What follows belongs to an exercise in optimizing a design on an open flow for small area and a short achievable clock period; a production flow would make more cautious choices.
The RTL was checked by simulation tests, not by an equivalence proof against the original design.

==> flow/design.v <==
module Conway(
    input clk,
    input load,
    input [255:0] data,
    output reg [255:0] q
);
wire [255:0] vs, vc, nxt;
genvar i, j;
generate
for (i = 0; i < 16; i = i + 1) begin : row
    for (j = 0; j < 16; j = j + 1) begin : col
        conway_fa fv (.a(q[16*((i+15)%16) + j]), .b(q[16*i + j]), .c(q[16*((i+1)%16) + j]),
                      .s(vs[16*i+j]), .co(vc[16*i+j]));
    end
end
for (i = 0; i < 16; i = i + 1) begin : row2
    for (j = 0; j < 16; j = j + 1) begin : col2
        wire p, g, n0, k, e0, e1;
        conway_ha h1 (.a(q[16*((i+15)%16) + j]), .b(q[16*((i+1)%16) + j]), .s(p), .co(g));
        conway_fa f1 (.a(vs[16*i + (j+15)%16]), .b(vs[16*i + (j+1)%16]), .c(p), .s(n0), .co(k));
        conway_fa f2 (.a(vc[16*i + (j+15)%16]), .b(vc[16*i + (j+1)%16]), .c(g), .s(e0), .co(e1));
        conway_glue gl (.n0(n0), .k(k), .e0(e0), .e1(e1), .x(q[16*i+j]), .load(load), .d(data[16*i+j]), .y(nxt[16*i+j]));
    end
end
endgenerate
always @(posedge clk) q <= nxt;
endmodule
module conway_fa(input a, input b, input c, output s, output co);
    assign {co, s} = a + b + c;
endmodule
module conway_ha(input a, input b, output s, output co);
    assign {co, s} = a + b;
endmodule
module conway_glue(input n0, input k, input e0, input e1, input x, input load, input d, output y);
    wire life = ~e1 & (e0 ^ k) & (n0 | x);
    assign y = load ? d : life;
endmodule
==> flow/config.mk <==
export PLATFORM = sky130hd
export DESIGN_NAME = Conway
export DESIGN_NICKNAME = Conway
export VERILOG_FILES = /design/flow/design.v
export SDC_FILE = /design/flow/constraint.sdc
export NUM_CORES = 4
export LEC_CHECK = 0
export CAP_MARGIN = 20
export CORE_MARGIN = 2
export CORE_UTILIZATION = 40
export SLEW_MARGIN = 20
export SYNTH_HIERARCHICAL = 1
export SYNTH_MINIMUM_KEEP_SIZE = 0
==> flow/constraint.sdc <==
create_clock -name core_clock -period 5.0 [get_ports {clk}]
set_input_delay 1.0000 -clock core_clock [delete_from_list [all_inputs] [get_ports {clk}]]
set_output_delay 1.0000 -clock core_clock [all_outputs]
set_load 0.01 [all_outputs]
standard.sh (not shown) runs the stock make flow with config.mk's settings and CLKGATE_MAP_FILE= SYNTH_SCRIPT=/design/flow/synth_recipe.tcl, a recipe that flattens the netlist after the stock synthesis.
==> flow/flow/run.sh <==
#!/bin/bash
# Standard ORFS layout, except that the port buffers are plain buf_1 cells
# instead of the delay-buffer cells buffer_ports picks by default.
set -euo pipefail
export BUFFER_PORTS_ARGS="-buffer_cell sky130_fd_sc_hd__buf_1"
bash standard.sh > standard.log 2>&1
Then changed:
==> flow/design.v (replaced) <==
module Conway(
    input clk,
    input load,
    input [255:0] data,
    output reg [255:0] q
);
wire [255:0] vs, vc, nxt;
genvar i, j;
generate
for (i = 0; i < 16; i = i + 1) begin : row
    for (j = 0; j < 16; j = j + 1) begin : col
        conway_fa fv (.a(q[16*((i+15)%16) + j]), .b(q[16*i + j]), .c(q[16*((i+1)%16) + j]),
                      .s(vs[16*i+j]), .co(vc[16*i+j]));
    end
end
for (i = 0; i < 16; i = i + 1) begin : row2
    for (j = 0; j < 16; j = j + 1) begin : col2
        wire t0, t1, n0, t2, e0, e1;
        conway_fa f1 (.a(vs[16*i + (j+15)%16]), .b(vs[16*i + (j+1)%16]), .c(q[16*((i+15)%16) + j]), .s(t0), .co(t1));
        conway_ha h1 (.a(t0), .b(q[16*((i+1)%16) + j]), .s(n0), .co(t2));
        conway_fa f2 (.a(vc[16*i + (j+15)%16]), .b(vc[16*i + (j+1)%16]), .c(t1), .s(e0), .co(e1));
        conway_glue g (.n0(n0), .e0(e0), .e1(e1), .t2(t2), .x(q[16*i+j]), .load(load), .d(data[16*i+j]), .y(nxt[16*i+j]));
    end
end
endgenerate
always @(posedge clk) q <= nxt;
endmodule
module conway_fa(input a, input b, input c, output s, output co);
    assign {co, s} = a + b + c;
endmodule
module conway_ha(input a, input b, output s, output co);
    assign {co, s} = a + b;
endmodule
module conway_glue(input n0, input e0, input e1, input t2, input x, input load, input d, output y);
    wire life = ~e1 & (e0 ^ t2) & (n0 | x);
    assign y = load ? d : life;
endmodule
What happened: Setup slack is worse by 0.24 ns. Sequential share of layout area is about the same. Cell count goes down by 0.33%. Maximum frequency goes down by 8.9%. Non-clock buffer count goes down by 6. Global-route usage goes down by 0.19 points.

* * *

## run 4
Conway, a different RTL version from the one above (not shown whole).
Size in the first run: ~2600 cells after synthesis.
==> module Conway, before the edit <==
module Conway(
    input clk,
    input load,
    input [255:0] data,
    output reg [255:0] q
);
wire [255:0] p, g, vs, vc, nxt;
genvar i, j;
generate
for (i = 0; i < 16; i = i + 1) begin : row
    for (j = 0; j < 16; j = j + 1) begin : col
        conway_ha hv (.a(q[16*((i+15)%16) + j]), .b(q[16*((i+1)%16) + j]),
                      .s(p[16*i+j]), .co(g[16*i+j]));
        conway_vsum vsum (.p(p[16*i+j]), .g(g[16*i+j]), .x(q[16*i+j]),
                          .s(vs[16*i+j]), .c(vc[16*i+j]));
    end
end
for (i = 0; i < 16; i = i + 1) begin : row2
    for (j = 0; j < 16; j = j + 1) begin : col2
        wire n0, k, e0, e1;
        conway_fa f1 (.a(vs[16*i + (j+15)%16]), .b(vs[16*i + (j+1)%16]), .c(p[16*i+j]), .s(n0), .co(k));
        conway_fa f2 (.a(vc[16*i + (j+15)%16]), .b(vc[16*i + (j+1)%16]), .c(g[16*i+j]), .s(e0), .co(e1));
        conway_glue gl (.n0(n0), .k(k), .e0(e0), .e1(e1), .x(q[16*i+j]), .load(load), .d(data[16*i+j]), .y(nxt[16*i+j]));
    end
end
endgenerate
always @(posedge clk) q <= nxt;
endmodule
==> module conway_vsum, before the edit <==
module conway_vsum(input p, input g, input x, output s, output c);
    conway_xor sx (.a(p), .b(x), .y(s));
    conway_ao  cx (.a(p), .b(x), .c(g), .y(c));
endmodule
==> module conway_xor, before the edit <==
module conway_xor(input a, input b, output y);
    assign y = a ^ b;
endmodule
==> module conway_ao, before the edit <==
module conway_ao(input a, input b, input c, output y);
    assign y = (a & b) | c;
endmodule
Settings: LEC_CHECK=0, CAP_MARGIN=20, CORE_MARGIN=2, CORE_UTILIZATION=65, SETUP_SLACK_MARGIN=2.8, SLEW_MARGIN=20, SYNTH_HIERARCHICAL=1, SYNTH_MINIMUM_KEEP_SIZE=0; clock period 5.0 ns.
==> flow/flow/run.sh <==
#!/bin/bash
# Standard ORFS layout with two changes:
#  - port buffers are plain buf_1 cells instead of the delay-buffer cells
#    buffer_ports picks by default;
#  - before floorplanning, combinational cells are set to drive strength 1
#    (flow/downsize.tcl); timing repair upsizes where needed.
set -euo pipefail
here=$(pwd)
export BUFFER_PORTS_ARGS="-buffer_cell sky130_fd_sc_hd__buf_1"
export PRE_FLOORPLAN_TCL="$here/flow/downsize.tcl"
bash standard.sh > standard.log 2>&1
==> flow/flow/downsize.tcl <==
# Before floorplanning: give every combinational cell that synthesis mapped at
# a drive strength above 1 its _1 variant, when the library has one. Timing
# repair later upsizes again where a path needs it.
set db [ord::get_db]
set n 0
foreach inst [[ord::get_db_block] getInsts] {
  set master [$inst getMaster]
  set name [$master getName]
  if {[$master isSequential]} { continue }
  if {[regexp {^(sky130_fd_sc_hd__[a-z0-9]+)_([2-9]|1[0-9])$} $name -> base drive]} {
    set small [$db findMaster ${base}_1]
    if {$small ne "NULL" && $small ne ""} {
      $inst swapMaster $small
      incr n
    }
  }
}
puts "downsize: $n cells set to drive strength 1"
Run 4: PASS, flow complete, no timing, DRC or antenna violations
> inputs changed (run 4 -> run 3)
==> flow/design.v <==
module Conway(
    input clk,
    input load,
    input [255:0] data,
    output reg [255:0] q
);
wire [255:0] vs, vc, nxt;
genvar i, j;
generate
for (i = 0; i < 16; i = i + 1) begin : row
    for (j = 0; j < 16; j = j + 1) begin : col
        conway_fa fv (.a(q[16*((i+15)%16) + j]), .b(q[16*i + j]), .c(q[16*((i+1)%16) + j]),
                      .s(vs[16*i+j]), .co(vc[16*i+j]));
    end
end
for (i = 0; i < 16; i = i + 1) begin : row2
    for (j = 0; j < 16; j = j + 1) begin : col2
        wire p, g, n0, k, e0, e1;
        conway_ha h1 (.a(q[16*((i+15)%16) + j]), .b(q[16*((i+1)%16) + j]), .s(p), .co(g));
        conway_fa f1 (.a(vs[16*i + (j+15)%16]), .b(vs[16*i + (j+1)%16]), .c(p), .s(n0), .co(k));
        conway_fa f2 (.a(vc[16*i + (j+15)%16]), .b(vc[16*i + (j+1)%16]), .c(g), .s(e0), .co(e1));
        conway_glue gl (.n0(n0), .k(k), .e0(e0), .e1(e1), .x(q[16*i+j]), .load(load), .d(data[16*i+j]), .y(nxt[16*i+j]));
    end
end
endgenerate
always @(posedge clk) q <= nxt;
endmodule
module conway_fa(input a, input b, input c, output s, output co);
    assign {co, s} = a + b + c;
endmodule
module conway_ha(input a, input b, output s, output co);
    assign {co, s} = a + b;
endmodule
module conway_glue(input n0, input k, input e0, input e1, input x, input load, input d, output y);
    wire life = ~e1 & (e0 ^ k) & (n0 | x);
    assign y = load ? d : life;
endmodule
## What came out
- From run 4 to run 3 the numbers moved as follows: number of global-route vias before repair essentially unchanged; count of clock-buffer cells in the layout increased about 6%.
- The clock buffer and inverter area fraction after layout number comes out higher for run 4 vs run 3.
- Total core area ended up about 3% higher on run 3 than on run 4.
- Run 3: all stages complete, timing, DRC and antenna checks passed

* * *

Setup of v17:
Conway, a different RTL version from the one above (not shown whole).
Size in the first run: ~2,600 cells after synthesis, ~510 I/O pins.
==> module Conway, before the edit <==
module Conway(
    input clk,
    input load,
    input [255:0] data,
    output reg [255:0] q
);
wire [255:0] p, g, vs, vc, nxt;
genvar i, j;
generate
for (i = 0; i < 16; i = i + 1) begin : row
    for (j = 0; j < 16; j = j + 1) begin : col
        conway_ha hv (.a(q[16*((i+15)%16) + j]), .b(q[16*((i+1)%16) + j]),
                      .s(p[16*i+j]), .co(g[16*i+j]));
        conway_vsum vsum (.p(p[16*i+j]), .g(g[16*i+j]), .x(q[16*i+j]),
                          .s(vs[16*i+j]), .c(vc[16*i+j]));
    end
end
for (i = 0; i < 16; i = i + 1) begin : row2
    for (j = 0; j < 16; j = j + 1) begin : col2
        wire n0, k, e0, e1;
        conway_fa f1 (.a(p[16*i+j]), .b(vs[16*i + (j+15)%16]), .c(vs[16*i + (j+1)%16]), .s(n0), .co(k));
        conway_fa f2 (.a(g[16*i+j]), .b(vc[16*i + (j+15)%16]), .c(vc[16*i + (j+1)%16]), .s(e0), .co(e1));
        conway_glue gl (.n0(n0), .k(k), .e0(e0), .e1(e1), .x(q[16*i+j]), .load(load), .d(data[16*i+j]), .y(nxt[16*i+j]));
    end
end
endgenerate
always @(posedge clk) q <= nxt;
endmodule
export LEC_CHECK = 0
export CAP_MARGIN = 20
export CORE_MARGIN = 2
export CORE_UTILIZATION = 65
export SETUP_SLACK_MARGIN = 2.7
export SLEW_MARGIN = 20
export SYNTH_HIERARCHICAL = 1
export SYNTH_MINIMUM_KEEP_SIZE = 0
create_clock -name core_clock -period 5.0 [get_ports {clk}]
Scripts as last shown in full above: flow/flow/run.sh, flow/flow/downsize.tcl
Inputs modified between v17 and v15:
--- a/flow/design.v
+++ b/flow/design.v
@@ -17,10 +17,10 @@
 end
 for (i = 0; i < 16; i = i + 1) begin : row2
     for (j = 0; j < 16; j = j + 1) begin : col2
         wire n0, k, e0, e1;
-        conway_fa f1 (.a(p[16*i+j]), .b(vs[16*i + (j+15)%16]), .c(vs[16*i + (j+1)%16]), .s(n0), .co(k));
-        conway_fa f2 (.a(g[16*i+j]), .b(vc[16*i + (j+15)%16]), .c(vc[16*i + (j+1)%16]), .s(e0), .co(e1));
+        conway_fa f1 (.a(vs[16*i + (j+15)%16]), .b(vs[16*i + (j+1)%16]), .c(p[16*i+j]), .s(n0), .co(k));
+        conway_fa f2 (.a(vc[16*i + (j+15)%16]), .b(vc[16*i + (j+1)%16]), .c(g[16*i+j]), .s(e0), .co(e1));
         conway_glue gl (.n0(n0), .k(k), .e0(e0), .e1(e1), .x(q[16*i+j]), .load(load), .d(data[16*i+j]), .y(nxt[16*i+j]));
     end
 end
 endgenerate
[summary]
Chip width came out exactly the same in v15 and v17.
Measured against each other, v15 and v17 differ in via count, the lower figure coming from v15.
Per the comparison of v15 with v17, number of gates on the worst path with buffers counted ~0 delta.
Delta (v15 minus v17): number of cells after detailed placement essentially unchanged, setup slack after layout went up by 7.7 ps, count of instances resized after the clock tree is built increased 3.
Compared to v17, the router laid down less metal wire for v15.
Antenna cell count: v15 > v17
Between v17 and v15, the flow reports non-clock buffer count in the final layout increasing slightly.
Summary of the comparison: worst hold-check slack is lower in v15, relative to v17.

[re-timing with driven ports]
The flow's constraints put no driver on any port. The routed layouts listed below were extracted and timed again, unchanged, in two steps.
Step 1 assumes that a clkbuf_16 drives the clock port and a buf_2 every other input.
Step 2, shift: input delay + t, output delay - t, t = (earliest + latest rising clock arrival at the registers) / 2. This alone moves slack from input paths to output paths.
a / b / c = ideal / step 1 / step 2; a / b = the first two.
run | shift t [ns] | slack for setup (ns) | slew at the worst register clock pin (ns) | pins driven straight from the clock port
the first run of note 1 | 0.620 | 2.490 / 2.426 / 2.056 | 0.06 / 0.06 | 1
the second run of note 1 | 0.629 | 2.246 / 2.246 / 2.150 | 0.06 / 0.06 | 1
run 4 | 0.614 | 2.802 / 2.740 / 2.391 | 0.06 / 0.06 | 1
run 3 | 0.612 | 2.785 / 2.724 / 2.308 | 0.06 / 0.06 | 1
v17 | 0.619 | 2.707 / 2.640 / 2.227 | 0.06 / 0.06 | 1
v15 | 0.617 | 2.715 / 2.652 / 2.263 | 0.06 / 0.06 | 1
After both steps every run listed still meets setup and hold. The setup slack of v17, which loses most, moves by -0.067 ns with the drivers and by -0.480 ns with both steps.
